From an optimization exercise on the open Yosys and OpenROAD flow, aimed at small area and a short achievable clock period; shortcuts taken in it are not production practice. Only simulation tests tie the RTL to the original design; equivalence was not proved. Power figures rest on the tool's default switching activity, not on a simulated workload.

$ cat flow/design.v
module top_riscv_core 
#(
  parameter ADDR_WIDTH = 8,
  parameter ADDR_NUM = 256
) 
(
    input clk,
    input rst_n,
    input boot_up,
    output valid,
    output [ADDR_WIDTH-1:0] imem_addr,
    input  [32-1 :0] imem_rdata,
    output [ADDR_WIDTH-1:0] dmem_addr,
    output dmem_re,
    output dmem_we,
    output [3:0] dmem_wmask,
    output [32-1 :0] dmem_wdata,
    input  [32-1 :0] dmem_rdata,
    output rf_we,
    output [5-1 :0] rf_waddr,
    output [32-1 :0] rf_wdata
);
    wire [3-1: 0] rs1_ID_fwd;
    wire [3-1: 0] rs2_ID_fwd;
    wire [2-1: 0] rs2_EX_fwd;
    wire [32-1: 0] pc;
    wire [32-1: 0] pc_ID;
    wire [32-1: 0] pc_ID_org;
    wire [32-1 :0] pc_EX;
    wire [32-1: 0] pc_EX_org;
    wire [32-1 :0] pc_M;
    wire [32-1 :0] pc_RB;
    wire [32-1: 0] instr_IF;
    wire [32-1: 0] instr_ID;
    wire [32-1:0] instr_EX;
    wire [32-1:0] instr_M;
    wire [32-1:0] instr_RB;
    wire [32-1: 0] pc_branch_M;
    wire [32-1 :0] alu_result_EX;
    wire [32-1: 0] alu_result_M;
    wire [32-1 :0] alu_result_RB;
    wire [32-1: 0] rd_wdata_RB;
    wire branch_valid;
    wire branch_equal;
    wire jalr_ID;
    wire jalr_EX;
    wire jalr_M;
    wire [32-1: 0] mem_rdata_M;
    wire [32-1: 0] mem_rdata_RB;
    wire [ADDR_WIDTH-1:0] icache_addr;
    wire alu_src_EX;
    wire alu_src_ID;
    wire [4-1: 0] alu_ctrl_ID;
    wire [4-1: 0] alu_ctrl_EX;
    wire [2-1: 0] PMAItoReg_ID;
    wire [2-1: 0] PMAItoReg_EX;
    wire [2-1: 0] PMAItoReg_M;
    wire [2-1: 0] PMAItoReg_RB;
    wire [32-1: 0] imm_ID;
    wire [32-1: 0] imm_EX;
    wire [32-1: 0] imm_M;
    wire [32-1: 0] imm_RB;
    wire [32-1: 0] rs1_rdata_ID;
    wire [32-1: 0] rs1_rdata_EX;
    wire [32-1: 0] rs2_rdata_ID;
    wire [32-1: 0] rs2_rdata_EX;
    wire [32-1: 0] rs2_rdata_M;
    wire [5-1: 0] rd_waddr_ID;
    wire [5-1: 0] rd_waddr_EX;
    wire [5-1: 0] rd_waddr_M;
    wire [5-1: 0] rd_waddr_RB;
    wire rd_wen_ID;
    wire rd_wen_EX;
    wire rd_wen_M;
    wire rd_wen_RB;
    wire branch_ID;
    wire branch_EX;
    wire branch_M;
    wire [32-1 :0] opr1; 
    wire [32-1 :0] opr2;
    wire [3-1: 0] funct3_M;
    wire zero_EX;
    wire zero_M;
    wire mem_write_ID;
    wire mem_write_EX;
    wire mem_write_M;
    wire jal_ID;
    wire jal_EX;
    wire jal_M;
    wire [5-1: 0] rs1_raddr_ID;
    wire [5-1: 0] rs1_raddr_EX;
    wire [5-1: 0] rs1_raddr_M;
    wire [5-1: 0] rs1_raddr_RB;
    wire [5-1: 0] rs2_raddr_ID;
    wire [5-1: 0] rs2_raddr_EX;
    wire [5-1: 0] rs2_raddr_M;
    wire [5-1: 0] rs2_raddr_RB;
    wire [32-1:0] instr_ID_mux;
    wire keep_pc;
    wire keep_instr;
    wire nop_sel;
    wire pc_running;
    wire [31:0] pc_branch_ID;
    wire beq_ID;
    wire bne_ID;
    wire auipc_EX;
    wire [32-1: 0] rs1_rdata_ID_muxed;
    wire [32-1: 0] rs2_rdata_ID_muxed;
    wire [32-1: 0] rs2_rdata_EX_muxed;
    assign rs1_rdata_ID_muxed = (rs1_ID_fwd == 0)? rs1_rdata_ID:
        (rs1_ID_fwd == 1)? alu_result_EX:
        (rs1_ID_fwd == 2)? alu_result_M: 
        (rs1_ID_fwd == 4)? rd_wdata_RB: 
        (rs1_ID_fwd == 5)? pc_M: mem_rdata_M;
    assign rs2_rdata_ID_muxed = (rs2_ID_fwd == 0)? rs2_rdata_ID:
        (rs2_ID_fwd == 1)? alu_result_EX:
        (rs2_ID_fwd == 2)? alu_result_M:
        (rs2_ID_fwd == 4)? rd_wdata_RB: 
        (rs2_ID_fwd == 5)? pc_M: mem_rdata_M;
    assign rs2_rdata_EX_muxed = (rs2_EX_fwd == 0)? rs2_rdata_EX:
        (rs2_EX_fwd == 1)? alu_result_M: mem_rdata_M;
    assign rd_wdata_RB = (PMAItoReg_RB == 2'd3)? pc_RB:
        (PMAItoReg_RB == 2'd2)? mem_rdata_RB:
        (PMAItoReg_RB == 2'd1)? alu_result_RB: imm_RB;
    assign opr1 = (auipc_EX) ? pc_EX_org : rs1_rdata_EX;
    assign opr2 = (alu_src_EX)? rs2_rdata_EX: imm_EX;
    assign beq_ID = (instr_ID_mux[14:12] == 3'b000) && (rs1_rdata_ID_muxed == rs2_rdata_ID_muxed);
    assign bne_ID = (instr_ID_mux[14:12] == 3'b001) && ~(rs1_rdata_ID_muxed == rs2_rdata_ID_muxed);
    assign branch_valid = ((beq_ID || bne_ID) && branch_ID) || jal_ID;
    assign pc_branch_ID = (jal_ID || (branch_ID && ~nop_sel) ) ? pc_ID_org + $signed(imm_ID) : pc_ID_org + $signed(imm_ID) - 4;
    reg [4-1: 0] counter;
    assign valid = (counter == 12);
    always @(posedge clk) begin
        if (~rst_n) counter <= 0;
        else if (boot_up == 0 && instr_IF == 0) counter <= counter + 1;
        else counter <= 0;
    end
    PC PC_U0 (
        .clk(clk),
        .rst_n(rst_n),
        .pc_branch_M(pc_branch_ID),  
        .alu_result_M(alu_result_M),
        .boot_up(boot_up),
        .keep_PC(keep_pc),
        .branch_valid(branch_valid),
        .jalr_M(jalr_M),
        .pc(pc),
        .pc_running(pc_running)
    );
    assign imem_addr = pc[ADDR_WIDTH + 1: 2];
    assign instr_IF = imem_rdata;
    IF_ID IF_ID_U0 (
        .clk(clk),
        .rst_n(rst_n),
        .pc_running(pc_running),
        .pc(pc),
        .instr_IF(instr_IF),
        .keep_instr(keep_instr),
        .jalr_ID(jalr_ID),
        .jalr_EX(jalr_EX),
        .jalr_M(jalr_M),
        .PC_ID(pc_ID),
        .PC_ID_org(pc_ID_org),
        .instr_ID(instr_ID),
        .rs1_raddr(rs1_raddr_ID),
        .rs2_raddr(rs2_raddr_ID),
        .rd_waddr_ID(rd_waddr_ID),
        .branch_valid(branch_valid)
    );
    control_unit control_unit_U0 (
        .instr_ID(instr_ID_mux), .ALU_src(alu_src_ID), .ALU_ctrl(alu_ctrl_ID),
        .branch(branch_ID), .MemWrite(mem_write_ID), .jal(jal_ID),
        .jalr(jalr_ID), .PMAItoReg(PMAItoReg_ID), .rd_wen(rd_wen_ID)
    );
    imm_gen imm_gen_U0 (
        .instr(instr_ID_mux), .imm(imm_ID)
    );
    regfile regfile_U0 (
        .clk(clk), .srst_n(rst_n), .raddr1(rs1_raddr_ID), .raddr2(rs2_raddr_ID),
        .wen(rd_wen_RB), .waddr(rd_waddr_RB), .wdata(rd_wdata_RB),
        .rdata1(rs1_rdata_ID), .rdata2(rs2_rdata_ID)
    );
    ID_EX ID_EX_U0 (
        .clk(clk), 
        .rst_n(rst_n),
        .PC_ID(pc_ID),
        .PC_ID_org(pc_ID_org),
        .imm_ID(imm_ID),
        .rs1_rdata_ID(rs1_rdata_ID_muxed),
        .rs2_rdata_ID(rs2_rdata_ID_muxed),
        .rd_waddr_ID(rd_waddr_ID),
        .ALU_src_ID(alu_src_ID),
        .ALU_ctrl_ID(alu_ctrl_ID),
        .branch_ID(branch_ID),
        .MemWrite_ID(mem_write_ID),
        .jal_ID(jal_ID),
        .jalr_ID(jalr_ID),
        .PMAItoReg_ID(PMAItoReg_ID),
        .rd_wen_ID(rd_wen_ID),
        .PC_EX(pc_EX),
        .PC_EX_org(pc_EX_org),
        .imm_EX(imm_EX),
        .rs1_rdata_EX(rs1_rdata_EX),
        .rs2_rdata_EX(rs2_rdata_EX),
        .rd_waddr_EX(rd_waddr_EX),
        .ALU_src_EX(alu_src_EX),
        .ALU_ctrl_EX(alu_ctrl_EX),
        .branch_EX(branch_EX),
        .MemWrite_EX(mem_write_EX),
        .jal_EX(jal_EX),
        .jalr_EX(jalr_EX),
        .PMAItoReg_EX(PMAItoReg_EX),
        .rd_wen_EX(rd_wen_EX),
        .rs1_raddr_ID(rs1_raddr_ID), .rs2_raddr_ID(rs2_raddr_ID),
        .rs1_raddr_EX(rs1_raddr_EX), .rs2_raddr_EX(rs2_raddr_EX),
        .instr_ID(instr_ID_mux), .instr_EX(instr_EX),
        .auipc_EX(auipc_EX)
    );
    ALU ALU_U0 (
        .opr1(opr1), .opr2(opr2), 
        .alu_ctrl(alu_ctrl_EX), .zero(zero_EX), 
        .alu_out(alu_result_EX)
    );
    EX_M EX_M_U0(
        .clk(clk),
        .rst_n(rst_n),
        .PC_EX(pc_EX),
        .imm_EX(imm_EX),
        .rs2_rdata_EX(rs2_rdata_EX_muxed),
        .rd_waddr_EX(rd_waddr_EX),
        .ALU_ctrl_EX(alu_ctrl_EX),
        .zero_EX(zero_EX),
        .alu_result_EX(alu_result_EX),
        .branch_EX(branch_EX),
        .MemWrite_EX(mem_write_EX),
        .jal_EX(jal_EX),
        .jalr_EX(jalr_EX),
        .PMAItoReg_EX(PMAItoReg_EX),
        .rd_wen_EX(rd_wen_EX),
        .PC_M(pc_M),
        .PC_branch_M(pc_branch_M),
        .imm_M(imm_M),
        .rs2_rdata_M(rs2_rdata_M),
        .rd_waddr_M(rd_waddr_M),
        .funct3_M(funct3_M),
        .alu_result_M(alu_result_M),
        .branch_M(branch_M),
        .MemWrite_M(mem_write_M),
        .jal_M(jal_M),
        .jalr_M(jalr_M),
        .PMAItoReg_M(PMAItoReg_M),
        .rd_wen_M(rd_wen_M),
        .rs1_raddr_EX(rs1_raddr_EX),
        .rs2_raddr_EX(rs2_raddr_EX),
        .rs1_raddr_M(rs1_raddr_M),
        .rs2_raddr_M(rs2_raddr_M),
        .instr_EX(instr_EX),
        .instr_M(instr_M)
    );
    Dcache Dcache_U0(
        .clk(clk),
        .rst_n(rst_n),
        .MemWrite(mem_write_M), 
        .alu_result_M(alu_result_M), 
        .rs2_rdata_M(rs2_rdata_M),
        .funct3(funct3_M),
        .mem_rdata(mem_rdata_M),
        .dmem_rdata(dmem_rdata),
        .dmem_addr(dmem_addr),
        .dmem_we(dmem_we),
        .dmem_wmask(dmem_wmask),
        .dmem_wdata(dmem_wdata)
    );
    assign dmem_re = (instr_M[6:0] == 7'b0000011);
    assign rf_we = rd_wen_RB;
    assign rf_waddr = rd_waddr_RB;
    assign rf_wdata = rd_wdata_RB;
    M_RB M_RB_U0(
        .clk(clk),
        .rst_n(rst_n),
        .PMAItoReg_M(PMAItoReg_M),
        .rd_wen_M(rd_wen_M),
        .imm_M(imm_M),
        .mem_rdata_M(mem_rdata_M),
        .alu_result_M(alu_result_M),
        .PC_M(pc_M),
        .rd_waddr_M(rd_waddr_M),
        .PMAItoReg_RB(PMAItoReg_RB),
        .rd_wen_RB(rd_wen_RB),
        .imm_RB(imm_RB),
        .mem_rdata_RB(mem_rdata_RB),
        .alu_result_RB(alu_result_RB),
        .PC_RB(pc_RB),
        .rd_waddr_RB(rd_waddr_RB),
        .rs1_raddr_RB(rs1_raddr_RB),
        .rs2_raddr_RB(rs2_raddr_RB),
        .rs1_raddr_M(rs1_raddr_M),
        .rs2_raddr_M(rs2_raddr_M),
        .instr_M(instr_M),
        .instr_RB(instr_RB)
    );
    stall_unit stall_unit_U0(
        .instr_ID(instr_ID),
        .instr_EX(instr_EX),
        .instr_M(instr_M),
        .keep_PC(keep_pc),
        .keep_instr(keep_instr),
        .nop_sel(nop_sel)
    );
    nop_mux nop_mux_U0(
        .instr_ID(instr_ID),
        .nop_sel(nop_sel),
        .instr_ID_mux(instr_ID_mux)
    );
    forward_unit forward_unit(
        .instr_IF(instr_IF),
        .instr_ID(instr_ID_mux),
        .instr_EX(instr_EX),
        .instr_M(instr_M),
        .instr_RB(instr_RB),
        .rs1_raddr_ID(rs1_raddr_ID),
        .rs2_raddr_ID(rs2_raddr_ID),
        .rs1_raddr_EX(rs1_raddr_EX),
        .rs2_raddr_EX(rs2_raddr_EX),
        .rd_waddr_EX(rd_waddr_EX),
        .rs1_raddr_M(rs1_raddr_M),
        .rs2_raddr_M(rs2_raddr_M),
        .rd_waddr_M(rd_waddr_M),
        .rs1_raddr_RB(rs1_raddr_RB),
        .rs2_raddr_RB(rs2_raddr_RB),
        .rd_waddr_RB(rd_waddr_RB),
        .rs1_ID_fwd(rs1_ID_fwd),
        .rs2_ID_fwd(rs2_ID_fwd),
        .rs2_EX_fwd(rs2_EX_fwd)
    );
endmodule
module PC(
    input clk,
    input rst_n,
    input [31:0] pc_branch_M,  
    input [31:0] alu_result_M,
    input boot_up,
    input branch_valid,
    input jalr_M,
    input keep_PC,
    output reg [31:0] pc,
    output pc_running
);
localparam  PC_IDLE = 2'b00,
            PC_LOAD = 2'b01,
            PC_RUN  = 2'b10;
wire [32-1: 0] pc_IF;
reg [1:0] state, state_n;
reg [31:0] pc_temp;
assign pc_running = (state == PC_RUN);
assign pc_IF = pc + 4;
always@(posedge clk)
    if(!rst_n)
        state <= PC_IDLE;
    else
        state <= state_n;
always@*
    case(state)
        PC_IDLE: state_n = boot_up ? PC_LOAD : PC_IDLE;
        PC_LOAD: state_n = ~boot_up ? PC_RUN : PC_LOAD;
        default   : state_n = PC_RUN;
    endcase
always@(posedge clk) begin
    if(~rst_n || (state != PC_RUN))
        pc <= 0;
    else
        pc <= pc_temp;
end
always@* begin
    case(1'b1)
        branch_valid: pc_temp = pc_branch_M;  
        jalr_M: pc_temp = alu_result_M;
        keep_PC: pc_temp = pc;
        default: pc_temp = pc_IF;
    endcase
end
endmodule
module IF_ID(
    input clk,
    input rst_n,
    input pc_running,
    input [31:0] pc,
    input [31:0] instr_IF,
    input branch_valid,
    input keep_instr,
    input jalr_ID,
    input jalr_EX,
    input jalr_M,
    output reg [31:0] PC_ID,
    output reg [31:0] PC_ID_org,
    output reg [31:0] instr_ID,
    output [4:0] rs1_raddr,
    output [4:0] rs2_raddr,
    output [4:0] rd_waddr_ID
);
wire [31:0] instr_ID_n;    
wire [31:0] PC_IF;
assign PC_IF = pc + 4;
assign rs1_raddr = instr_ID[19:15];
assign rs2_raddr = instr_ID[24:20];
assign rd_waddr_ID = instr_ID[11:7];
always@(posedge clk) begin
    if(~(rst_n & pc_running))begin
        PC_ID <= 0;
        instr_ID <= 0;
        PC_ID_org <= 0;
    end
    else begin
        PC_ID <= PC_IF;
        instr_ID <= instr_ID_n;
        PC_ID_org <= pc;
    end
end
reg keep_instr_n;
assign instr_ID_n = ((branch_valid) || jalr_EX || jalr_ID || jalr_M)? 0: (keep_instr) ? instr_ID : instr_IF;
always @(posedge clk) begin
    keep_instr_n <= keep_instr;
end
endmodule
module control_unit(
    input [31:0] instr_ID,
    output reg ALU_src,  
    output reg [3:0] ALU_ctrl,
    output reg branch,
    output reg MemWrite,
    output reg jal,
    output reg jalr,
    output reg [1:0] PMAItoReg,  
    output reg rd_wen
);
wire [6:0] opcode;
wire [2:0] funct3;
wire [6:0] funct7;
assign opcode = instr_ID[6:0];
assign funct3 = instr_ID[14:12];
assign funct7 = instr_ID[31:25];
reg state, state_n;
wire r_type;
wire i_type;
wire i_type_load;
wire i_type_jalr;
wire s_type;
wire b_type;
wire u_type_lui;
wire u_type_auipc;
wire j_type;
assign r_type		= (opcode == 7'b0110011);
assign i_type		= (opcode == 7'b0010011);
assign i_type_load	= (opcode == 7'b0000011);
assign i_type_jalr	= (opcode == 7'b1100111);
assign s_type		= (opcode == 7'b0100011);
assign b_type		= (opcode == 7'b1100011);
assign u_type_lui	= (opcode == 7'b0110111);
assign u_type_auipc	= (opcode == 7'b0010111);
assign j_type		= (opcode == 7'b1101111);
always@* begin
    case(1'b1) 
        i_type_jalr: begin
            jal = 0;
            jalr = 1;
        end
        j_type: begin
            jal = 1;
            jalr = 0;
        end
        default: begin
            jal = 0;
            jalr = 0;
        end
    endcase
end
always@* begin
    case(1'b1) 
        r_type: begin 
            ALU_src = 1'b1;
            ALU_ctrl[2:0] = funct3;
            ALU_ctrl[3] = funct7[5];
            branch = 1'b0;
            MemWrite = 1'b0;
            PMAItoReg = 2'b01;
            rd_wen = 1'b1;
        end
        i_type: begin 
            ALU_src = 1'b0;
            ALU_ctrl[2:0] = funct3;
            ALU_ctrl[3] = (funct3 == 3'h1 | funct3 == 3'h5 | funct3 == 3'h5)? funct7[5]:
                          0;
            branch = 1'b0;
            MemWrite = 1'b0;
            PMAItoReg = 2'b01;
            rd_wen = 1'b1;
        end
        i_type_load: begin 
            ALU_src = 1'b0;
            ALU_ctrl[2:0] = 3'h0;
            ALU_ctrl[3] = 0;
            branch = 1'b0;
            MemWrite = 1'b0;
            PMAItoReg = 2'b10;
            rd_wen = 1'b1;
        end
        i_type_jalr: begin 
            ALU_src = 1'b0;
            ALU_ctrl[2:0] = funct3;
            ALU_ctrl[3] = 0;
            branch = 1'b0;
            MemWrite = 1'b0;
            PMAItoReg = 2'b11;
            rd_wen = 1'b1;
        end
        s_type: begin 
            ALU_src = 1'b0;
            ALU_ctrl[2:0] = 3'h0;
            ALU_ctrl[3] = 0;
            branch = 1'b0;
            MemWrite = 1'b1;
            PMAItoReg = 2'b00;
            rd_wen = 1'b0;
        end
        b_type: begin 
            ALU_src = 1'b1;
            ALU_ctrl[2:0] = 3'h0;
            ALU_ctrl[3] = 1;
            branch = 1'b1;
            MemWrite = 1'b0;
            PMAItoReg = 2'b00;
            rd_wen = 1'b0;
        end
        u_type_lui: begin  
            ALU_src = 1'b1;
            ALU_ctrl[2:0] = funct3;
            ALU_ctrl[3] = funct7;
            branch = 1'b0;
            MemWrite = 1'b0;
            PMAItoReg = 2'b00;
            rd_wen = 1'b1;
        end
        u_type_auipc: begin 
            ALU_src = 1'b0;
            ALU_ctrl[2:0] = 3'h0;
            ALU_ctrl[3] = 0;
            branch = 1'b0;
            MemWrite = 1'b0;
            PMAItoReg = 2'b01;
            rd_wen = 1'b1;
        end
        j_type: begin 
            ALU_src = 1'b1;
            ALU_ctrl[2:0] = 3'h0;
            ALU_ctrl[3] = 0;
            branch = 1'b0;
            MemWrite = 1'b0;
            PMAItoReg = 2'b11;
            rd_wen = 1'b1;
        end
        default: begin 
            ALU_src = 1'b0;
            ALU_ctrl[2:0] = funct3;
            ALU_ctrl[3] = funct7;
            branch = 1'b0;
            MemWrite = 1'b0;
            PMAItoReg = 2'b00;
            rd_wen = 1'b0;
        end
    endcase
end
endmodule
module imm_gen
(
    input [31:0] instr,
    output reg [31:0] imm
);
wire [6:0] opcode;
wire [31:0] i, s, b, j, u;
assign opcode = instr[6:0];
assign i = {{20{instr[31]}}, instr[31:20]};
assign s = {{20{instr[31]}}, instr[31:25], instr[11:7]};
assign b = {{20{instr[31]}}, instr[7], instr[30:25], instr[11:8], 1'b0};
assign j = {{12{instr[31]}}, instr[19:12], instr[20], instr[30:21], 1'b0};
assign u = {instr[31:12], 12'd0};
always @(*) begin
    case(opcode)
        7'b0110011:        imm = 0;
        7'b0010011: imm = i;
        7'b0000011:   imm = i;
        7'b0100011:        imm = s;
        7'b1100011:        imm = b;
        7'b1101111:        imm = j;
        7'b1100111:   imm = i;
        7'b0110111:    imm = u;
        7'b0010111:  imm = u;
        default:        imm = 0;
    endcase
end
endmodule
module regfile(
	input clk,
	input srst_n,
	input [4:0] raddr1,
	input [4:0] raddr2,
	input wen,
	input [4:0]  waddr,
	input [31:0] wdata,
	output [31:0] rdata1,
	output [31:0] rdata2
);
reg [31:0] gpr   [31:0];
reg [31:0] gpr_n [31:0];
integer i;
assign rdata1 = gpr[raddr1];
assign rdata2 = gpr[raddr2];
always @(posedge clk) begin
    if (~srst_n) begin
        for(i = 0; i < 32; i = i + 1) begin
		    gpr[i] <= 0;
	    end
    end
    else begin
		gpr [0] <= 0;
	    for(i = 1; i < 32; i = i + 1) begin
	    	gpr[i] <= gpr_n[i];
	    end
    end
end
always @(*) begin
	for(i = 0; i < 32; i = i + 1) begin
		gpr_n[i] = (wen && (i == waddr)) ? wdata : gpr[i];
	end
end
endmodule
module ID_EX(
    input clk,
    input rst_n,
    input [31:0] instr_ID,
    output reg [31:0] instr_EX,
    input [31:0] PC_ID,
    input [31:0] PC_ID_org,
    input [31:0] imm_ID,
    input [31:0] rs1_rdata_ID,
    input [31:0] rs2_rdata_ID,
    input [4:0] rd_waddr_ID,
    input ALU_src_ID,
    input [3:0] ALU_ctrl_ID,
    input branch_ID,
    input MemWrite_ID,
    input jal_ID,
    input jalr_ID,
    input [1:0] PMAItoReg_ID,
    input rd_wen_ID,
    input [5-1: 0] rs1_raddr_ID,
    input [5-1: 0] rs2_raddr_ID,
    output reg auipc_EX,
    output reg [5-1: 0] rs1_raddr_EX,
    output reg [5-1: 0] rs2_raddr_EX,
    output reg [31:0] PC_EX,
    output reg [31:0] PC_EX_org,
    output reg [31:0] imm_EX,
    output reg [31:0] rs1_rdata_EX,
    output reg [31:0] rs2_rdata_EX,
    output reg [4:0] rd_waddr_EX,
    output reg ALU_src_EX,
    output reg [3:0] ALU_ctrl_EX,
    output reg branch_EX,
    output reg MemWrite_EX,
    output reg jal_EX,
    output reg jalr_EX,
    output reg [1:0] PMAItoReg_EX,
    output reg rd_wen_EX
);
wire auipc_ID;
assign auipc_ID = (instr_ID[6:0] == 7'b0010111);
always@(posedge clk) begin
    if(!rst_n) begin
        rd_wen_EX <= 0;
        MemWrite_EX <= 0;
    end
    else begin
        rd_wen_EX <= rd_wen_ID;
        MemWrite_EX <= MemWrite_ID;
    end
end
always@(posedge clk) begin
    PC_EX <= PC_ID;
    PC_EX_org <= PC_ID_org;
    imm_EX <= imm_ID;
    rs1_rdata_EX <= rs1_rdata_ID;
    rs2_rdata_EX <= rs2_rdata_ID;
    rd_waddr_EX <= rd_waddr_ID;
    ALU_src_EX <= ALU_src_ID;
    ALU_ctrl_EX <= ALU_ctrl_ID;
    branch_EX <= branch_ID;
    jal_EX <= jal_ID;
    jalr_EX <= jalr_ID;
    PMAItoReg_EX <= PMAItoReg_ID;
    rs1_raddr_EX <= rs1_raddr_ID;
    rs2_raddr_EX <= rs2_raddr_ID;
    instr_EX <= instr_ID;
    auipc_EX <= auipc_ID;
end
endmodule
module ALU
(
    input [31:0] opr1,
    input [31:0] opr2,
    input [3:0]  alu_ctrl,
    output zero,
    output reg [31:0] alu_out
);
assign zero = (alu_out == 0) ? 1'b1 : 1'b0;
always @(*) begin
    case(1'b1)
        (alu_ctrl == {1'b0, 3'h0}):  alu_out = $signed(opr1) + $signed(opr2);
        (alu_ctrl == {1'b1, 3'h0}):  alu_out = $signed(opr1) - $signed(opr2);
        (alu_ctrl == {1'b0, 3'h4}):  alu_out = opr1 ^ opr2;
        (alu_ctrl == {1'b0, 3'h6}):   alu_out = opr1 | opr2;
        (alu_ctrl == {1'b0, 3'h7}):  alu_out = opr1 & opr2;
        (alu_ctrl == {1'b0, 3'h1}):  alu_out = opr1 << opr2[4:0];
        (alu_ctrl == {1'b0, 3'h5}):  alu_out = opr1 >> opr2;
        (alu_ctrl == {1'b1, 3'h5}):  alu_out = $signed(opr1) >>> opr2;
        (alu_ctrl == {1'b0, 3'h2}):  alu_out = ($signed(opr1) < $signed(opr2)) ? 1 : 0;
        (alu_ctrl == {1'b0, 3'h3}): alu_out = (opr1 < opr2) ? 1 : 0;
        default:                            alu_out = 0;
    endcase
end
endmodule
module EX_M(
    input clk,
    input rst_n,
    input [31:0] PC_EX,
    input [31:0] imm_EX,
    input [31:0] rs2_rdata_EX,
    input [4:0] rd_waddr_EX,
    input [3:0] ALU_ctrl_EX,
    input zero_EX,
    input [31:0] alu_result_EX,
    input branch_EX,
    input MemWrite_EX,
    input jal_EX,
    input jalr_EX,
    input [1:0] PMAItoReg_EX,
    input rd_wen_EX,
    input [5-1: 0] rs1_raddr_EX,
    input [5-1: 0] rs2_raddr_EX,
    input [32-1:0] instr_EX,
    output reg [32-1:0] instr_M,
    output reg [5-1: 0] rs1_raddr_M,
    output reg [5-1: 0] rs2_raddr_M,
    output reg [31:0] PC_M,
    output reg [31:0] PC_branch_M,
    output reg [31:0] imm_M,
    output reg [31:0] rs2_rdata_M,
    output reg [4:0] rd_waddr_M,
    output reg [2:0] funct3_M,
    output reg [31:0] alu_result_M,
    output reg branch_M,
    output reg MemWrite_M,
    output reg jal_M,
    output reg jalr_M,
    output reg [1:0] PMAItoReg_M,
    output reg rd_wen_M
);
wire [2:0] funct3_EX;    
wire [31:0] pc_branch_EX;
assign funct3_EX = instr_EX[14:12];
assign pc_branch_EX = PC_EX + (imm_EX << 2);
always@(posedge clk) begin
    if(!rst_n) begin
        rd_wen_M <= 0;
        MemWrite_M <= 0;
    end
    else begin
        rd_wen_M <= rd_wen_EX;
        MemWrite_M <= MemWrite_EX;
    end
end
always@(posedge clk) begin
    PC_M <= PC_EX;
    PC_branch_M <= pc_branch_EX;
    imm_M <= imm_EX;
    rs2_rdata_M <= rs2_rdata_EX;
    rd_waddr_M <= rd_waddr_EX;
    funct3_M <= funct3_EX;
    alu_result_M <= alu_result_EX;
    branch_M <= branch_EX;
    jal_M <= jal_EX;
    jalr_M <= jalr_EX;
    PMAItoReg_M <= PMAItoReg_EX;
    rs1_raddr_M <= rs1_raddr_EX;
    rs2_raddr_M <= rs2_raddr_EX;
    instr_M <= instr_EX;
end
endmodule
module Dcache 
#(
  parameter ADDR_WIDTH = 8,
  parameter ADDR_NUM = 256
) 
(
    input clk,
    input rst_n,
    input MemWrite,
    input [32-1: 0] alu_result_M,
    input [32-1: 0] rs2_rdata_M,
    input [2:0] funct3,
    output reg [32-1: 0] mem_rdata,
    input  [32-1: 0] dmem_rdata,
    output [ADDR_WIDTH-1: 0] dmem_addr,
    output dmem_we,
    output [3:0] dmem_wmask,
    output [32-1: 0] dmem_wdata
);
wire [ADDR_WIDTH-1: 0] addr;
wire ext;
wire mask_b;
wire mask_h;
assign ext = (funct3 == 0)? dmem_rdata[7]:
             (funct3 == 1)? dmem_rdata[15]:
             1'b0;
assign mask_b = (funct3 == 0)? 1'b1:
                (funct3 == 1)? 1'b0:
                1'b0;
assign mask_h = (funct3 == 0)? 1'b1:
                (funct3 == 1)? 1'b1:
                1'b0;
assign addr = alu_result_M [ADDR_WIDTH + 1: 2];
always @(*) begin
    mem_rdata = 
    (dmem_rdata & {{16{~(mask_b | mask_h)}}, {8{~mask_b}}, {8{1'b1}}}) |
    ({32{ext}} & {{16{(mask_b | mask_h)}}, {8{mask_b}}, {8{1'b0}}});
end
assign dmem_addr  = addr;
assign dmem_we    = MemWrite;
assign dmem_wmask = (funct3 == 0) ? 4'b0001 :
                    (funct3 == 1) ? 4'b0011 : 4'b1111;
assign dmem_wdata = rs2_rdata_M;
endmodule
module M_RB(
    input clk,
    input rst_n,
    input [1:0] PMAItoReg_M,
    input rd_wen_M,
    input [31:0] imm_M,
    input [31:0] mem_rdata_M,
    input [31:0] alu_result_M,
    input [31:0] PC_M,
    input [4:0] rd_waddr_M,
    input [5-1: 0] rs1_raddr_M,
    input [5-1: 0] rs2_raddr_M,
    input [31:0] instr_M,
    output reg [31:0] instr_RB,
    output reg [5-1: 0] rs1_raddr_RB,
    output reg [5-1: 0] rs2_raddr_RB,
    output reg [1:0] PMAItoReg_RB,
    output reg rd_wen_RB,
    output reg [31:0] imm_RB,
    output reg [31:0] mem_rdata_RB,
    output reg [31:0] alu_result_RB,
    output reg [31:0] PC_RB,
    output reg [4:0] rd_waddr_RB
);
always@(posedge clk) begin
    if(!rst_n) begin
        rd_wen_RB <= 0;
    end
    else begin
        rd_wen_RB <= rd_wen_M;
    end
end
always@(posedge clk) begin
    PMAItoReg_RB <= PMAItoReg_M;
    imm_RB <= imm_M;
    mem_rdata_RB <= mem_rdata_M;
    alu_result_RB <= alu_result_M;
    PC_RB <= PC_M;
    rd_waddr_RB <= rd_waddr_M;
    rs1_raddr_RB <= rs1_raddr_M;
    rs2_raddr_RB <= rs2_raddr_M;
    instr_RB <= instr_M;
end
endmodule
module stall_unit
(
    input [31:0] instr_ID,
    input [31:0] instr_EX,
    input [31:0] instr_M,
    output reg keep_PC,
    output reg keep_instr,
    output reg nop_sel
);
wire [6:0] opcode_ID;
wire [6:0] opcode_EX;
wire [6:0] opcode_M;
wire [4:0] rd_ID;
wire [4:0] rd_EX;
wire [4:0] rd_M;
wire [4:0] rs1_ID;
wire [4:0] rs1_EX;
wire [4:0] rs1_M;
wire [4:0] rs2_ID;
wire [4:0] rs2_EX;
wire [4:0] rs2_M;
assign opcode_ID = instr_ID[6:0];
assign opcode_EX = instr_EX[6:0];
assign opcode_M  = instr_M[6:0];
assign rd_ID = instr_ID[11:7];
assign rd_EX = instr_EX[11:7];
assign rd_M  = instr_M[11:7];
assign rs1_ID = instr_ID[19:15];
assign rs1_EX = instr_EX[19:15];
assign rs1_M  = instr_M[19:15];
assign rs2_ID = instr_ID[24:20];
assign rs2_EX = instr_EX[24:20];
assign rs2_M  = instr_M[24:20];
always @(*) begin
    case(1'b1)
        (opcode_EX == 7'b0000011 && opcode_ID == 7'b0110011): begin
            case(1'b1)
                (rd_EX == rs1_ID): {keep_PC, keep_instr, nop_sel} = 3'b111;
                (rd_EX == rs2_ID): {keep_PC, keep_instr, nop_sel} = 3'b111;
                default:           {keep_PC, keep_instr, nop_sel} = 3'b000;
            endcase
        end
        (opcode_EX == 7'b0000011 && opcode_ID == 7'b0010011): begin
            case(1'b1)
                (rd_EX == rs1_ID): {keep_PC, keep_instr, nop_sel} = 3'b111;
                default:           {keep_PC, keep_instr, nop_sel} = 3'b000;
            endcase
        end
        (opcode_EX == 7'b0000011 && opcode_ID == 7'b0100011): begin
            case(1'b1)
                (rd_EX == rs1_ID): {keep_PC, keep_instr, nop_sel} = 3'b111;
                default:           {keep_PC, keep_instr, nop_sel} = 3'b000;
            endcase
        end
        (opcode_EX == 7'b0000011 && opcode_ID == 7'b1100011): begin
            case(1'b1)
                (rd_EX == rs1_ID): {keep_PC, keep_instr, nop_sel} = 3'b111;
                (rd_EX == rs2_ID): {keep_PC, keep_instr, nop_sel} = 3'b111;
                default:           {keep_PC, keep_instr, nop_sel} = 3'b000;
            endcase
        end
        (opcode_M == 7'b0000011 && opcode_ID == 7'b1100011): begin
            case(1'b1)
                (rd_M == rs1_ID): {keep_PC, keep_instr, nop_sel} = 3'b111;
                (rd_M == rs2_ID): {keep_PC, keep_instr, nop_sel} = 3'b111;
                default:          {keep_PC, keep_instr, nop_sel} = 3'b000;
            endcase
        end
        (opcode_EX == 7'b1100011 && ~(opcode_ID == 7'b1101111) ): begin
            {keep_PC, keep_instr, nop_sel} = 3'b111;
        end
        default: {keep_PC, keep_instr, nop_sel} = 3'b000;
    endcase
end
endmodule
module nop_mux
(
    input [31:0] instr_ID,
    input nop_sel,
    output [31:0] instr_ID_mux
);
assign instr_ID_mux = (nop_sel) ? 32'd0 : instr_ID;
endmodule
module forward_unit (
        input [32-1: 0] instr_IF,
        input [32-1: 0] instr_ID,
        input [32-1:0] instr_EX,
        input [32-1:0] instr_M,
        input [32-1:0] instr_RB,
        input [5-1: 0] rs1_raddr_ID,
        input [5-1: 0] rs2_raddr_ID,
        input [5-1: 0] rs1_raddr_EX,
        input [5-1: 0] rs2_raddr_EX,
        input [5-1: 0] rd_waddr_EX,
        input [5-1: 0] rs1_raddr_M,
        input [5-1: 0] rs2_raddr_M,
        input [5-1: 0] rd_waddr_M,
        input [5-1: 0] rs1_raddr_RB,
        input [5-1: 0] rs2_raddr_RB,
        input [5-1: 0] rd_waddr_RB,
        output [3-1: 0] rs1_ID_fwd, 
        output [3-1: 0] rs2_ID_fwd, 
        output [2-1: 0] rs2_EX_fwd 
);
    wire [6:0] op_IF;
    wire [6:0] op_ID;
    wire [6:0] op_EX;
    wire [6:0] op_M;
    wire [6:0] op_RB;
    assign op_IF = instr_IF[6:0];
    assign op_ID = instr_ID[6:0];
    assign op_EX = instr_EX[6:0];
    assign op_M = instr_M[6:0];
    assign op_RB = instr_RB[6:0];
    assign rs1_ID_fwd = (((op_EX==7'b0110011 || op_EX==7'b0010011) && (op_ID==7'b0110011 || op_ID==7'b0000011 || op_ID==7'b0010011 || op_ID==7'b0100011 || op_ID==7'b1100011) && rd_waddr_EX == rs1_raddr_ID && ~(rs1_raddr_ID == 0))==1)? 1:
        (((op_M==7'b1101111) && (op_ID==7'b1100011) && rd_waddr_M == rs1_raddr_ID && ~(rs1_raddr_ID == 0))==1)? 5:
        (((op_M==7'b0110011 || op_M==7'b0010011) && (op_ID==7'b1100011 || op_ID==7'b0100011) && rd_waddr_M == rs1_raddr_ID)==1 && ~(rs1_raddr_ID == 0))? 2:
        (((op_M==7'b0110011 || op_M==7'b0010011) && (op_ID==7'b0110011 || op_ID==7'b0010011) && rd_waddr_M == rs1_raddr_ID)==1 && ~(rs1_raddr_ID == 0))? 2:
        ((op_M==7'b0000011 && (op_ID==7'b0110011 || op_ID==7'b0000011 || op_ID==7'b0010011 || op_ID==7'b0100011 || op_ID==7'b1100111) && rd_waddr_M == rs1_raddr_ID && ~(rs1_raddr_ID == 0))==1)? 3: 
        ((((op_RB==7'b0000011 || op_RB==7'b0110011 || op_RB==7'b0010011 || op_RB == 7'b1101111) && (op_ID==7'b1100011 || op_ID==7'b0100011)) && rd_waddr_RB == rs1_raddr_ID && ~(rs1_raddr_ID == 0))==1) ? 4:
        ((op_RB==7'b0010011 && op_ID==7'b0010011 && rd_waddr_RB == rs1_raddr_ID && ~(rs1_raddr_ID == 0))==1)? 4: 0;
    assign rs2_ID_fwd = ((op_EX==7'b0110011 && (op_ID==7'b0110011 || op_ID==7'b1100011) && rd_waddr_EX == rs2_raddr_ID && ~(rs2_raddr_ID == 0))==1)? 1:
        (((op_M==7'b1101111) && (op_ID==7'b1100011) && rd_waddr_M == rs2_raddr_ID && ~(rs2_raddr_ID == 0))==1)? 5:
        ((((op_RB == 7'b1101111) && (op_ID==7'b0100011)) && rd_waddr_RB == rs2_raddr_ID && ~(rs2_raddr_ID == 0))==1) ? 4:
        ((op_M==7'b0110011 && op_ID==7'b1100011 && rd_waddr_M == rs2_raddr_ID && ~(rs2_raddr_ID == 0))==1)? 2:
        (((op_M==7'b0110011) && (op_ID==7'b0110011) && rd_waddr_M == rs2_raddr_ID)==1 && ~(rs2_raddr_ID == 0))? 2:
        ((op_M==7'b0000011 && (op_ID==7'b0110011 || op_ID==7'b0100011) && rd_waddr_M == rs2_raddr_ID && ~(rs2_raddr_ID == 0))==1)? 3: 
        (((op_RB==7'b0000011 && op_ID==7'b1100011) && rd_waddr_RB == rs2_raddr_ID && ~(rs2_raddr_ID == 0))==1) ? 4: 0;
    assign rs2_EX_fwd = (((op_M==7'b0110011 || op_M==7'b0010011 ) && op_EX==7'b0100011 && rd_waddr_M == rs2_raddr_EX && ~(rs2_raddr_EX == 0))==1)? 1:
        ((op_M==7'b0000011 && op_EX==7'b0100011 && rd_waddr_M == rs2_raddr_EX && ~(rs2_raddr_EX == 0))==1)? 2: 0;
endmodule
$ cat flow/config.mk
export PLATFORM = sky130hd
export DESIGN_NAME = top_riscv_core
export DESIGN_NICKNAME = top_riscv_core
export VERILOG_FILES = /design/flow/design.v
export SDC_FILE = /design/flow/constraint.sdc
export NUM_CORES = 8
export LEC_CHECK = 0
export CAP_MARGIN = 20
export CORE_MARGIN = 2
export CORE_UTILIZATION = 30
export SLEW_MARGIN = 20
$ cat flow/constraint.sdc
create_clock -name core_clock -period 11.0 [get_ports {clk}]
set_input_delay 2.2000 -clock core_clock [delete_from_list [all_inputs] [get_ports {clk}]]
set_output_delay 2.2000 -clock core_clock [all_outputs]
set_load 0.01 [all_outputs]
$ cat flow/run.sh
#!/bin/bash
# synth_recipe.tcl (not shown) runs the flow's synth.tcl, then flattens the netlist and writes it again
# the make line also repeats each setting of config.mk as NAME=value (left out here)
make -C /OpenROAD-flow-scripts/flow DESIGN_CONFIG=/design/flow/config.mk WORK_HOME=/design/flow/orfs CLKGATE_MAP_FILE= SYNTH_SCRIPT=/design/flow/synth_recipe.tcl finish
==> results.txt <==
per-stage QoR:
step                instances  instance area, um2  hold slack [ps]
global placement        14087               91200            309.8
detailed placement      14088               91220            312.1
floorplan               10765               85300            309.6
finish                  14443               97480            291.4
global route            14416               97410            297.7
CTS                     14405               97320            288.9
layout make-up:
| type | count | area share (%) |
|---|---|---|
| Timing Repair Buffer | 478 | 4.125 |
| Inverter | 164 | 0.6341 |
| Antenna cell | 36 | 0.09241 |
| Tap cell | 3743 | 4.804 |
| Clock inverter | 68 | 0.8754 |
| Clock buffer | 249 | 5.384 |
| Sequential cell | 1614 | 33.16 |
| Multi-Input combinational cell | 8091 | 50.93 |
layout by cell type, fill, tap and decap left out, types with 132 or more instances in the layout:
cell type	count
a21boi_0	1004
clkdlybuf4s50_1	157
nor3_1	153
ha_1	132
a21oi_1	317
nand2_1	2688
buf_4	315
inv_1	155
o21ai_0	267
nand3_1	198
clkbuf_16	184
mux2i_1	203
a22oi_1	838
nor2_1	375
dfxtp_1	1606
cell families (layout without fill, tap and decap cells):
logic type | after synthesis | count (layout) | synth area share, %
compound gates | 3278 | 3278 | 27.76
fa+ha+maj | 135 | 135 | 2.007
mux | 298 | 298 | 4.205
other cells | 1 | 37 | 0.004396
xor+xnor | 164 | 164 | 1.684
simple gates | 4215 | 4215 | 21.41
flops | 1614 | 1614 | 37.88
buf+inv | 1060 | 959 | 5.047
critical path: stages (launching register included):
cell      delay, ps
dfxtp_2         970
mux2i_4         580
buf_4           450
ha_1            240
nor2_1           70
o311ai_0        700
a31oi_1         430
a211oi_2        690
o21ai_0         360
a31oi_1         470
o21bai_1        110
a21oi_1         190
mux2i_1          90
o32ai_1         790
a21oi_1         220
xor2_1          220
nor4_1          280
nand2_1         270
mux2_4          450
or2_2           740
nand3_1         240
buf_4           340
a21oi_1          80
metal layers:
| layer | routed length, um | up-vias | GRT usage (%) |
|---|---|---|---|
| li1 | - | 37939 | - |
| met2 | 202200 | 9427 | 47.23 |
| met1 | 194700 | 44925 | 44.66 |
| met4 | 50970 | 40 | 25.95 |
| met3 | 89150 | 2771 | 15.76 |
| met5 | 287 | - | 0.2467 |
where the power goes:
part / total (uW) / internal, uW / switching (uW)
Clock: 6390 / 3700 / 2700
Sequential: 5900 / 5870 / 30.3
Combinational: 349 / 124 / 225
Total: 12600 / 9680 / 2950
how the worst min path moves through the flow:
| stage | endpoint | cells past startpoint |
|---|---|---|
| after floorplan | EX_M_U0.PC_M[10]$_DFF_P_ | 0 |
| after global placement | ID_EX_U0.PC_EX[30]$_DFF_P_ | 0 |
| after detailed placement | EX_M_U0.PC_M[13]$_DFF_P_ | 0 |
| after CTS | M_RB_U0.imm_RB[8]$_DFF_P_ | 0 |
| after global routing | M_RB_U0.imm_RB[8]$_DFF_P_ | 0 |
| final | M_RB_U0.imm_RB[8]$_DFF_P_ | 0 |
synthesized netlist by cell type (15+ instances only):
cell type | n | area, um2
nand2_1 | 2713 | 10180
dfxtp_1 | 1614 | 32310
a21boi_0 | 1004 | 7537
a22oi_1 | 838 | 6291
clkbuf_1 | 670 | 2515
nor2_1 | 454 | 1704
a21oi_1 | 318 | 1592
o21ai_0 | 270 | 1351
mux2i_1 | 209 | 2092
nand3_1 | 206 | 1031
nor3_1 | 173 | 865.8
inv_1 | 155 | 581.8
ha_1 | 132 | 1652
nand4_1 | 116 | 725.7
buf_1 | 102 | 382.9
and3_1 | 99 | 619.3
a21o_1 | 84 | 630.6
buf_2 | 84 | 420.4
nor4_1 | 82 | 513.0
xnor2_1 | 82 | 718.2
xor2_1 | 82 | 718.2
and2_1 | 76 | 475.5
o22ai_1 | 63 | 394.1
a211oi_1 | 56 | 420.4
a221oi_1 | 56 | 490.5
o211ai_1 | 55 | 412.9
a31oi_1 | 54 | 337.8
nand2b_1 | 53 | 331.6
o31ai_1 | 50 | 375.4
a222oi_1 | 49 | 490.5
nor2b_1 | 46 | 287.8
or3_1 | 42 | 262.8
a22o_1 | 41 | 359.1
mux4_2 | 39 | 878.3
mux2_2 | 34 | 382.9
o21a_1 | 32 | 240.2
a2111oi_0 | 30 | 262.8
o21ai_1 | 28 | 140.1
buf_4 | 26 | 195.2
or2_2 | 26 | 162.7
or4_1 | 25 | 187.7
a211o_1 | 20 | 175.2
o221ai_1 | 18 | 157.7
o2111ai_1 | 15 | 131.4
o21bai_1 | 15 | 112.6
state kept, by name, indices dropped and copies added (netlist names), 7 cells and up:
register / flops
regfile_U0.gpr: 992
ID_EX_U0.PC_EX: 32
M_RB_U0.instr_RB: 7
M_RB_U0.mem_rdata_RB: 32
M_RB_U0.PC_RB: 32
IF_ID_U0.PC_ID: 30
ID_EX_U0.rs1_rdata_EX: 32
EX_M_U0.PC_M: 32
M_RB_U0.imm_RB: 32
ID_EX_U0.imm_EX: 32
IF_ID_U0.PC_ID_org: 32
EX_M_U0.rs2_rdata_M: 32
IF_ID_U0.instr_ID: 32
EX_M_U0.alu_result_M: 32
ID_EX_U0.rs2_rdata_EX: 32
ID_EX_U0.instr_EX: 15
EX_M_U0.instr_M: 12
ID_EX_U0.PC_EX_org: 30
PC_U0.pc: 32
M_RB_U0.alu_result_RB: 32
EX_M_U0.imm_M: 32
==> results.json <==
{
  "cts.htree.levels": 4,
  "cp-start-kind": "flop",
  "hpwl_mm": 339.8,
  "cp.required_ps": 11710,
  "multi_input_area_um2": 49650,
  "setup_viol": 0,
  "synth-seq-area-share_pct": 37.88,
  "reg2regPathDepth": 22,
  "coreArea_um2": 282500,
  "syn_avg_cell_area_um2": 7.924,
  "die_w_um": 537.2,
  "min_period_over_period_pct": 83.51,
  "grt_pass1_wl_mm": 717.2,
  "final_layout_size_suffix_gt1_share_pct": 8.974,
  "cts_root_buffer": "clkbuf_16",
  "slew_headroom_pct": 12.58,
  "io_buffers": 158,
  "synthArstFlopShare_pct": 0,
  "tritoncts": "built",
  "max_clock_freq_ghz": 0.1089,
  "syn_nets": 10967,
  "wire_per_inst_um": 37.20,
  "hold_viol_final": 0,
  "syn_inst": 10765,
  "cts_made_buffers": 183,
  "synth-seq-cells": 1614,
  "grt_pass1_vias": 84682,
  "status": "complete, no violations",
  "insertion_delay_ps": 930,
  "drc": 0,
  "cts_sinks": 1614,
  "finalClockSkew_ps": 100.6,
  "holdCritPathClass": "reg -> reg",
  "ys.flop_type": "dfxtp_1",
  "worst_pin_slew_ps": 1301,
  "drv_slew": 0,
  "vias": 95102,
  "p_leak_uw": 0.03509,
  "rows": 195,
  "syn_to_final_growth_pct": 14.28,
  "top_level_ports": 160,
  "grtUsageTotal_pct": 35.50,
  "fill_cells": 29436,
  "hold_buffers": 0,
  "gp_congestion": 1.076,
  "ys_warn_count": 14,
  "postCtsSetupBuffers": 0,
  "rr_endpoint": "IF_ID_U0.instr_ID[0]$_SDFFE_PP0N_",
  "path_class": "reg -> reg",
  "min_from": "EX_M_U0.imm_M[8]$_DFF_P_",
  "crit_path_end_kind": "flop",
  "vias_per_cell": 6.585,
  "crit_path_max_fanout": 42,
  "cp-endpoint": "IF_ID_U0.instr_ID[0]$_SDFFE_PP0N_",
  "first_pass_iters": 15,
  "pre_cts_ws_ps": 2333,
  "max-clock-path-buffers": 4,
  "post-route-util_pct": 34.50,
  "ff2ff_setup_slack_ps": 1810,
  "rsz0062_at_grt": "false",
  "regArea_um2": 32320,
  "reg2reg_from": "ID_EX_U0.ALU_src_EX$_SDFF_PP1_",
  "grt_overflow": 0,
  "fp.dieH_um": 537.2,
  "grt_max_degree": 223,
  "ys_types": 122,
  "start_util_pct": 30.19,
  "syn_area_um2": 85300,
  "dieArea_um2": 288600,
  "power.total_uw": 12640,
  "vdd_drop_max_v": 0.0001095,
  "setup_ws_ps": 1813,
  "drv_cap": 0,
  "power_density_nw_per_um2": 129.7,
  "drt-initial-drc-count": 20840,
  "ant_nets": 0,
  "min_period_ps": 9187,
  "grt_antenna_before_repair": 56,
  "setup-tns-final_ps": 0,
  "layout.nets": 10734,
  "routed_wl_mm": 537.3,
  "path_clk_slew_ps": 70,
  "worstPathArrival_ps": 9900,
  "cts_resized": 0,
  "crit_start": "ID_EX_U0.ALU_src_EX$_SDFF_PP1_",
  "synth_edf_count": 0
}

[what the ideal ports hide]
In the flow no input, the clock included, has a driving cell. The finished layout below was timed again as built, in two steps.
Step 1: set_driving_cell puts a clkbuf_16 on clk and a buf_2 on each other input, an assumption about the parent block.
Step 2 also shifts input and output timing later by t, the mid clock arrival at the registers, as if the neighbouring blocks saw the same clock.
a / b / c = ideal ports / drivers / drivers and shift; a / b = the first two.
shift t [ns]: 0.973
setup WS [ns]: 1.813 / 1.813 / 1.813
worst register clock-pin slew, ns: 0.07 / 0.07
After both steps this run still meets setup and hold. For this run, drivers alone change the setup slack by 0.000 ns; drivers and shift together by 0.000 ns.
